This is an optimization exercise on Yosys and OpenROAD, whose aim is small area and a short achievable clock period, not a production implementation.
At most, simulation tests tie the RTL to the original design; equivalence was not proved.
Power figures rest on the tool's default switching activity, not on a simulated workload.

==> flow/design.v (excerpt) <==
module tod_core #(parameter TIME_WIDTH_SUB_NS=20, TIME_WIDTH_NS=32, TIME_WIDTH_SEC=48) (
    input clk,
    input rst_n,
    input set_init_time,  
    input set_offset_time,  
    input plus_offset_time,  
    input wire [TIME_WIDTH_SUB_NS-1:0] init_time_sub_ns,
    input wire [TIME_WIDTH_NS-1:0] init_time_ns,
    input wire [TIME_WIDTH_SEC-1:0] init_time_sec,
    input wire [TIME_WIDTH_SUB_NS-1:0] offset_time_sub_ns,
    input wire [TIME_WIDTH_NS-1:0] offset_time_ns,  
    input wire [TIME_WIDTH_SUB_NS-1:0] incr_time_sub_ns,
    input wire [TIME_WIDTH_NS-1:0] incr_time_ns,
    output reg [TIME_WIDTH_SUB_NS-1:0] time_sub_ns,
    output reg [TIME_WIDTH_NS-1:0] time_ns,
    output reg [TIME_WIDTH_SEC-1:0] time_sec
);
localparam W = TIME_WIDTH_SUB_NS + TIME_WIDTH_NS;    
localparam LW = TIME_WIDTH_SUB_NS + 9;                 
localparam HW = W - LW;                                
localparam [HW-1:0] KP = 23'd1953125;                  
localparam [HW-1:0] KM = -23'd1953125;
wire minus = set_offset_time & ~plus_offset_time;
wire [W-1:0] a = {time_ns, time_sub_ns};
wire [W-1:0] b = {incr_time_ns, incr_time_sub_ns};
wire [W-1:0] c = {W{set_offset_time}} & ({offset_time_ns, offset_time_sub_ns} ^ {W{minus}});
wire [W-1:0] x, ym;
tod_csa u_csa (.a(a), .b(b), .c(c), .s(x), .co(ym));
wire [W-1:0] y = {ym[W-2:0], 1'b0};
wire [LW-1:0] lo;
wire c9;
tod_add_lo u_lo (.a(x[LW-1:0]), .b(y[LW-1:0]), .cin(minus), .s(lo), .cout(c9));
wire [HW-1:0] xu = x[W-1:LW];
  ...
Size: roughly 100 flip-flops, ~310 I/O pins.
==> flow/config.mk <==
export PLATFORM = sky130hd
export DESIGN_NAME = tod_core
export DESIGN_NICKNAME = tod_core
export VERILOG_FILES = /design/flow/design.v
export SDC_FILE = /design/flow/constraint.sdc
export NUM_CORES = 4
export LEC_CHECK = 0
export CAP_MARGIN = 20
export CORE_MARGIN = 2
export CORE_UTILIZATION = 55
export SLEW_MARGIN = 20
==> flow/constraint.sdc <==
create_clock -name core_clock -period 18.0 [get_ports {clk}]
set_input_delay 3.6000 -clock core_clock [delete_from_list [all_inputs] [get_ports {clk}]]
set_output_delay 3.6000 -clock core_clock [all_outputs]
set_load 0.01 [all_outputs]
standard.sh (not shown) runs the stock make flow with config.mk's settings and CLKGATE_MAP_FILE= SYNTH_SCRIPT=/design/flow/synth_recipe.tcl, a recipe that flattens the netlist after the stock synthesis.
==> flow/flow/run.sh <==
#!/bin/bash
# The standard layout (standard.sh), with three changes to how it is made:
# - synthesis maps all logic with flow/abc.script, an area-oriented ABC script (see flow/synth.tcl);
# - the port buffers use the smallest buffer cell instead of buffer_ports' default;
# - repair_timing works towards a setup slack of 10.25 ns at the design's clock period.
# - extra ORFS settings: "SYNTH_KEEP_MODULES=tod_aoi21 tod_oai21 tod_nand2 tod_nor2 tod_aoi22 tod_aoi222 tod_csa" (SYNTH_KEEP_MODULES keeps the one-gate blocks of
#   rtl/tod_core.v apart in synthesis, so each maps to one library gate).
# The output of every step goes to standard.log here (ORFS's own per-step logs stay in orfs/logs).
set -euo pipefail
export FLOW_ABC_SCRIPT=$PWD/flow/abc.script
bash standard.sh SYNTH_SCRIPT=$PWD/flow/synth.tcl "BUFFER_PORTS_ARGS=-buffer_cell sky130_fd_sc_hd__buf_1" SETUP_SLACK_MARGIN=10.25 "SYNTH_KEEP_MODULES=tod_aoi21 tod_oai21 tod_nand2 tod_nor2 tod_aoi22 tod_aoi222 tod_csa" finish > standard.log 2>&1
==> flow/flow/abc.script <==
&get -n
&st
&dch -f
&nf -a
&put
==> flow/flow/synth.tcl <==
# synth_recipe.tcl (the standard synthesis) with two changes: ABC maps with
# flow/abc.script in place of ORFS's abc_speed.script, and full and half adders
# are extracted into fa/ha cells only in the carry-save block tod_csa (ABC
# maps the adders' logic elsewhere with the rest).
# Everything else, including the register names and cells, is as in the
# standard synthesis.
proc synth {args} { yosys synth -nofsm -noshare {*}$args }
proc extract_fa {args} { yosys extract_fa {*}$args tod_csa }
proc abc {args} {
  set i [lsearch -exact $args -script]
  if { $i >= 0 } {
    set args [lreplace $args [expr {$i + 1}] [expr {$i + 1}] $::env(FLOW_ABC_SCRIPT)]
  }
  yosys abc {*}$args
}
source $::env(SCRIPTS_DIR)/synth.tcl
# left out here: clear keep_hierarchy, flatten, clean up, hide names made inside functions, write 1_2_yosys.v
Next try:
--- a/flow/flow/run.sh
+++ b/flow/flow/run.sh
@@ -5 +5 @@
-# - repair_timing works towards a setup slack of 10.25 ns at the design's clock period.
+# - repair_timing works towards a setup slack of 10.5 ns at the design's clock period.
@@ -11 +11 @@
-bash standard.sh SYNTH_SCRIPT=$PWD/flow/synth.tcl "BUFFER_PORTS_ARGS=-buffer_cell sky130_fd_sc_hd__buf_1" SETUP_SLACK_MARGIN=10.25 "SYNTH_KEEP_MODULES=tod_aoi21 tod_oai21 tod_nand2 tod_nor2 tod_aoi22 tod_aoi222 tod_csa" finish > standard.log 2>&1
+bash standard.sh SYNTH_SCRIPT=$PWD/flow/synth.tcl "BUFFER_PORTS_ARGS=-buffer_cell sky130_fd_sc_hd__buf_1" SETUP_SLACK_MARGIN=10.5 "SYNTH_KEEP_MODULES=tod_aoi21 tod_oai21 tod_nand2 tod_nor2 tod_aoi22 tod_aoi222 tod_csa" finish > standard.log 2>&1
After rerunning: Sequential power barely changes. Synthesized area does not change. Wire length is higher by 5.9%. Design area is higher by 4.9%. Cell count is higher by about 0.9%. Combinational power is higher by about 7%. Sequential share of layout area is lower by 0.90 points. Die area does not change. Total power is higher by about 6%. Setup slack improves by 0.12 ns.
No run of this note included a check of the RTL's function; only the layout flow was run.


tod_core, a different RTL version from the one above (not shown whole).
For scale: about 1,500 cells after synthesis, about 310 I/O pins, ~11,000 µm² of cells after synthesis.
Design tod_core, start of the top module:
module tod_core #(parameter TIME_WIDTH_SUB_NS=20, TIME_WIDTH_NS=32, TIME_WIDTH_SEC=48) (
    input clk,
    input rst_n,
    input set_init_time,  
    input set_offset_time,  
    input plus_offset_time,  
    input wire [TIME_WIDTH_SUB_NS-1:0] init_time_sub_ns,
    input wire [TIME_WIDTH_NS-1:0] init_time_ns,
    input wire [TIME_WIDTH_SEC-1:0] init_time_sec,
    input wire [TIME_WIDTH_SUB_NS-1:0] offset_time_sub_ns,
    input wire [TIME_WIDTH_NS-1:0] offset_time_ns,  
    input wire [TIME_WIDTH_SUB_NS-1:0] incr_time_sub_ns,
    input wire [TIME_WIDTH_NS-1:0] incr_time_ns,
    output reg [TIME_WIDTH_SUB_NS-1:0] time_sub_ns,
    output reg [TIME_WIDTH_NS-1:0] time_ns,
    output reg [TIME_WIDTH_SEC-1:0] time_sec
);
==> flow/config.mk <==
export PLATFORM = sky130hd
export DESIGN_NAME = tod_core
export DESIGN_NICKNAME = tod_core
export VERILOG_FILES = /design/flow/design.v
export SDC_FILE = /design/flow/constraint.sdc
export NUM_CORES = 4
export LEC_CHECK = 0
export CAP_MARGIN = 20
export CORE_MARGIN = 2
export CORE_UTILIZATION = 60
export SLEW_MARGIN = 20
==> flow/constraint.sdc <==
create_clock -name core_clock -period 18.0 [get_ports {clk}]
set_input_delay 3.6000 -clock core_clock [delete_from_list [all_inputs] [get_ports {clk}]]
set_output_delay 3.6000 -clock core_clock [all_outputs]
set_load 0.01 [all_outputs]
==> flow/flow/run.sh <==
#!/bin/bash
# The standard layout (standard.sh), with three changes to how it is made:
# - synthesis maps all logic with flow/abc.script, an area-oriented ABC script (see flow/synth.tcl);
# - the port buffers use the smallest buffer cell instead of buffer_ports' default;
# - repair_timing works towards a setup slack of 10 ns at the design's clock period.
# The output of every step goes to standard.log here (ORFS's own per-step logs stay in orfs/logs).
set -euo pipefail
export FLOW_ABC_SCRIPT=$PWD/flow/abc.script
bash standard.sh SYNTH_SCRIPT=$PWD/flow/synth.tcl "BUFFER_PORTS_ARGS=-buffer_cell sky130_fd_sc_hd__buf_1" SETUP_SLACK_MARGIN=10 finish > standard.log 2>&1
==> flow/flow/abc.script <==
&get -n
&st
&dch
&nf -a
&put
==> flow/flow/synth.tcl <==
# synth_recipe.tcl (the standard synthesis) with two changes: ABC maps with
# flow/abc.script in place of ORFS's abc_speed.script, and full and half adders
# are not extracted into fa/ha cells first (ABC maps that logic with the rest).
# Everything else, including the register names and cells, is as in the
# standard synthesis.
proc synth {args} { yosys synth -nofsm -noshare {*}$args }
proc extract_fa {args} { }
proc abc {args} {
  set i [lsearch -exact $args -script]
  if { $i >= 0 } {
    set args [lreplace $args [expr {$i + 1}] [expr {$i + 1}] $::env(FLOW_ABC_SCRIPT)]
  }
  yosys abc {*}$args
}
source $::env(SCRIPTS_DIR)/synth.tcl
# left out here: clear keep_hierarchy, flatten, clean up, hide names made inside functions, write 1_2_yosys.v
Next try:
==> flow/flow/run.sh (replaced) <==
#!/bin/bash
# The standard layout (standard.sh), with three changes to how it is made:
# - synthesis maps all logic with flow/abc.script, an area-oriented ABC script (see flow/synth.tcl);
# - the port buffers use the smallest buffer cell instead of buffer_ports' default;
# - repair_timing works towards a setup slack of 10.5 ns at the design's clock period.
# The output of every step goes to standard.log here (ORFS's own per-step logs stay in orfs/logs).
set -euo pipefail
export FLOW_ABC_SCRIPT=$PWD/flow/abc.script
bash standard.sh SYNTH_SCRIPT=$PWD/flow/synth.tcl "BUFFER_PORTS_ARGS=-buffer_cell sky130_fd_sc_hd__buf_1" SETUP_SLACK_MARGIN=10.5 finish > standard.log 2>&1
- CORE_UTILIZATION: 60 -> 40
- The new run went through all stages and came out clean
- clock skew rises by 7.8 ps
- final area rises by roughly a tenth
- global-route usage falls by 7.5 points
- sequential share of layout area falls by 2.2 points
- wire length rises by about a fifth
- maximum frequency rises by a few percent
- via count rises slightly
- synthesized area does not change
- critical path depth rises by 2
- total power rises by a quarter to a third
- non-clock buffer count rises by 49


## red
tod_core, a different RTL version from the one above (not shown whole).
For scale: about 1,500 cells after synthesis, ~100 flip-flops, about 310 I/O pins.
make LEC_CHECK=0 CAP_MARGIN=20 CORE_MARGIN=2 CORE_UTILIZATION=40 SLEW_MARGIN=20 finish   # period 18.0 ns
run.sh (not shown) runs the stock make flow with config.mk's settings and CLKGATE_MAP_FILE= SYNTH_SCRIPT=/design/flow/synth_recipe.tcl, a recipe that flattens the netlist after the stock synthesis.
Stock flow here: none of the scripts above is used.
Both conditions hold for red: the flow ran to the end and the final layout passed the timing, design-rule and antenna checks.
The inputs of blue differ from those of red as listed below.
==> flow/flow/run.sh (new file) <==
#!/bin/bash
# The standard layout (standard.sh), with three changes to how it is made:
# - synthesis maps the logic with flow/abc.script (an area-oriented ABC script; see flow/synth.tcl);
# - the port buffers use the smallest buffer cell instead of buffer_ports' default;
# - repair_timing works towards a setup slack of 8 ns at the design's clock period.
# The output of every step goes to standard.log here (ORFS's own per-step logs stay in orfs/logs).
set -euo pipefail
export FLOW_ABC_SCRIPT=$PWD/flow/abc.script
bash standard.sh SYNTH_SCRIPT=$PWD/flow/synth.tcl "BUFFER_PORTS_ARGS=-buffer_cell sky130_fd_sc_hd__buf_1" SETUP_SLACK_MARGIN=8 finish > standard.log 2>&1
==> flow/flow/abc.script (new file) <==
&get -n
&st
&dch
&nf -a
&put
==> flow/flow/synth.tcl (new file) <==
# synth_recipe.tcl (the standard synthesis) with one change: ABC maps with
# flow/abc.script in place of ORFS's abc_speed.script. Everything else,
# including the register names and cells, is as in the standard synthesis.
proc synth {args} { yosys synth -nofsm -noshare {*}$args }
proc abc {args} {
  set i [lsearch -exact $args -script]
  if { $i >= 0 } {
    set args [lreplace $args [expr {$i + 1}] [expr {$i + 1}] $::env(FLOW_ABC_SCRIPT)]
  }
  yosys abc {*}$args
}
source $::env(SCRIPTS_DIR)/synth.tcl
# left out here: clear keep_hierarchy, flatten, clean up, hide names made inside functions, write 1_2_yosys.v
==> flow/standard.sh (new file) <==
#!/bin/bash
# synth_recipe.tcl (not shown) runs the flow's synth.tcl, then flattens the netlist and writes it again
# the make line also repeats each setting of config.mk as NAME=value (left out here)
make -C /OpenROAD-flow-scripts/flow DESIGN_CONFIG=/design/flow/config.mk WORK_HOME=/design/flow/orfs CLKGATE_MAP_FILE= SYNTH_SCRIPT=/design/flow/synth_recipe.tcl "${@:-finish}"
removed: flow/run.sh
Findings:
- Of red and blue, the run reporting the higher fraction of area in registers was blue.
- Sort red and blue by post-route minimum period, descending, and red comes first.
- [compare] base=red new=blue: weighted congestion reported at the end of routability-driven placement saw a decrease, count of placed standard cells in the final layout, fillers left out dropped 8, fraction of area in clock buffers and inverters level, power +about 4.6%, transition time at the pin with the least slew margin shrank by 0.024 ns.
- [blue] setup slack rose 1.79 ns relative to red
For green, these inputs were changed with respect to blue:
- changing CORE_UTILIZATION from 40 to 60
==> flow/flow/run.sh <==
#!/bin/bash
# The standard layout (standard.sh), with two changes to how it is made:
# - the port buffers use the smallest buffer cell instead of buffer_ports' default;
# - repair_timing works towards a setup slack of 8 ns at the design's clock period.
# The output of every step goes to standard.log here (ORFS's own per-step logs stay in orfs/logs).
set -euo pipefail
bash standard.sh "BUFFER_PORTS_ARGS=-buffer_cell sky130_fd_sc_hd__buf_1" SETUP_SLACK_MARGIN=8 finish > standard.log 2>&1
removed: flow/flow/abc.script
removed: flow/flow/synth.tcl
Findings:
- Re synthesized cell count: green is 94 up on blue.
- green vs blue — met3 demand-to-capacity share in global routing rose 2.4 points.
- Diff blue -> green | wire length | down by a few percent
- In green the clock network fraction of total power turned out 0.2 points higher than in blue.
- The highest metal layer with signal wires comes out met5 in one run and met4 in the other, namely in green and blue respectively.
- The run showing the greater count of clock-net buffers in the final layout is blue.
- Going from blue to green, cell depth of the worst flop-to-flop path went down 7; sequential share of cell area picked up an extra 0.22 points; combinational power went down by about 6%.
- Re number of setup violations in the final report: no difference whatsoever between green and blue.
- Compared with blue, green shows a logic gate share of total power that is 0.8 points lower.
No functional check of the RTL was part of any run of this note.


Another version of the RTL of tod_core (not shown whole).
Size: roughly 1500 cells after synthesis, roughly 100 flip-flops, ~310 I/O pins, roughly 0.011 mm2 of cells after synthesis.
Settings: LEC_CHECK=0, CAP_MARGIN=20, CORE_MARGIN=2, CORE_UTILIZATION=40, SLEW_MARGIN=20; clock period 18.0 ns.
standard.sh (not shown) runs the stock make flow with config.mk's settings and CLKGATE_MAP_FILE= SYNTH_SCRIPT=/design/flow/synth_recipe.tcl, a recipe that flattens the netlist after the stock synthesis.
==> flow/flow/run.sh <==
#!/bin/bash
# The standard layout (standard.sh), with three changes to how it is made:
# - synthesis maps all logic with flow/abc.script, an area-oriented ABC script (see flow/synth.tcl);
# - the port buffers use the smallest buffer cell instead of buffer_ports' default;
# - repair_timing works towards a setup slack of 10 ns at the design's clock period.
# The output of every step goes to standard.log here (ORFS's own per-step logs stay in orfs/logs).
set -euo pipefail
export FLOW_ABC_SCRIPT=$PWD/flow/abc.script
bash standard.sh SYNTH_SCRIPT=$PWD/flow/synth.tcl "BUFFER_PORTS_ARGS=-buffer_cell sky130_fd_sc_hd__buf_1" SETUP_SLACK_MARGIN=10 finish > standard.log 2>&1
==> flow/flow/abc.script <==
&get -n
&st
&syn2
&dch
&nf -a
&put
==> flow/flow/synth.tcl <==
# synth_recipe.tcl (the standard synthesis) with two changes: ABC maps with
# flow/abc.script in place of ORFS's abc_speed.script, and full and half adders
# are not extracted into fa/ha cells first (ABC maps that logic with the rest).
# Everything else, including the register names and cells, is as in the
# standard synthesis.
proc synth {args} { yosys synth -nofsm -noshare {*}$args }
proc extract_fa {args} { }
proc abc {args} {
  set i [lsearch -exact $args -script]
  if { $i >= 0 } {
    set args [lreplace $args [expr {$i + 1}] [expr {$i + 1}] $::env(FLOW_ABC_SCRIPT)]
  }
  yosys abc {*}$args
}
source $::env(SCRIPTS_DIR)/synth.tcl
# left out here: clear keep_hierarchy, flatten, clean up, hide names made inside functions, write 1_2_yosys.v
The first run ran to the end with no violations.
Rerun with:
==> flow/flow/abc.script (replaced) <==
&get -n
&st
&dch
&nf -a
&put
After rerunning: Clock-buffer cell count is higher by 1. Global-route usage came out higher by 0.19 points. Clock skew hardly moves. Design area is lower by 12%. Wire length drops by about 2.6%. Non-clock buffer count falls by 92. Synthesized area rises by about 0.8%. Cell count went down by 3.9%. Setup slack is better by 1.7 ns. First-iteration DRC count shrinks by 16%.
Rerun with:
==> flow/flow/abc.script (replaced) <==
&get -n
&st
&dch
&nf
&st
&syn2
&if -g -K 6
&synch2
&nf
&st
&syn2
&if -g -K 6
&synch2
&nf
&st
&syn2
&if -g -K 6
&synch2
&nf
&st
&syn2
&if -g -K 6
&synch2
&nf
&st
&syn2
&if -g -K 6
&synch2
&nf
&put
buffer -c
topo
stime -c
upsize -c
dnsize -c
What happened:
- The changed run went through all stages and came out clean
- routed wire length climbs by 60%
- clock-buffer cell count is unchanged
- power climbs by 32%
- fmax drops by 2.9%
- synthesized area climbs by 36%
Rerun with:
==> flow/flow/abc.script (replaced) <==
&get -n
&st
&dch
&nf -a
&put
Settings changed: CORE_UTILIZATION 40 to 55, CTS_BUF_LIST set to sky130_fd_sc_hd__clkbuf_4 sky130_fd_sc_hd__clkbuf_8.
- The new run went through all stages and came out clean
- combinational power came out lower by about 30%
- register-to-register slack degrades by 0.76 ns
- design area decreases by 29%
- sequential power falls by 6.2%
- sequential share of layout area grows by 5.5 points
- clock-buffer cell count is lower by 1
- maximum frequency grows by 3.7%
- total power falls by about 28%
Rerun with:
Settings changed: PLACE_DENSITY set to 0.75.
Effect: The new run passed the timing, design-rule and antenna checks. Design area hardly moves. Worst hold slack improved by 0.0034 ns. Fmax went down by 0.81%.
No run of this note included a check of the RTL's function; only the layout flow was run.

==> static timing again, ports no longer ideal <==
No port has a modelled driver above. Below, the same layouts with a new extraction and two added sets of constraints.
Step 1, drivers: a clkbuf_16 drives clk and a buf_2 each remaining input, both assumed.
Step 2 moves the port delays by t, midway between the first and last clock arrival at a register: inputs arrive t later, outputs are due t later. That takes back most of the time a late clock gives input paths.
a / b / c = no drivers / after step 1 / after step 2; a / b = the first two.
run	t, ns	setup slack, ns	worst setup path after step 2
the first run of note 1	0.407	10.461 / 10.483 / 10.077	input to register
the second run of note 1	0.398	10.586 / 10.547 / 10.149	input to register
the first run of note 2	0.411	10.078 / 9.981 / 9.569	input to register
the second run of note 2	0.408	10.389 / 10.390 / 9.981	input to register
red	0.414	6.380 / 6.403 / 5.989	input to register
blue	0.416	8.173 / 8.176 / 7.760	input to register
green	0.410	8.236 / 8.105 / 7.695	input to register
the first run of note 4	0.406	8.581 / 8.587 / 8.181	input to register
the second run of note 4	0.408	10.253 / 10.262 / 9.853	input to register
the third run of note 4	0.439	10.025 / 9.963 / 9.524	input to register
the fourth run of note 4	0.432	10.313 / 10.326 / 9.893	input to register
the fifth run of note 4	0.439	10.251 / 10.224 / 9.785	input to register
After both steps every run listed still meets setup and hold. For green, which loses most, drivers alone change the setup slack by -0.131 ns; drivers and shift together by -0.541 ns.
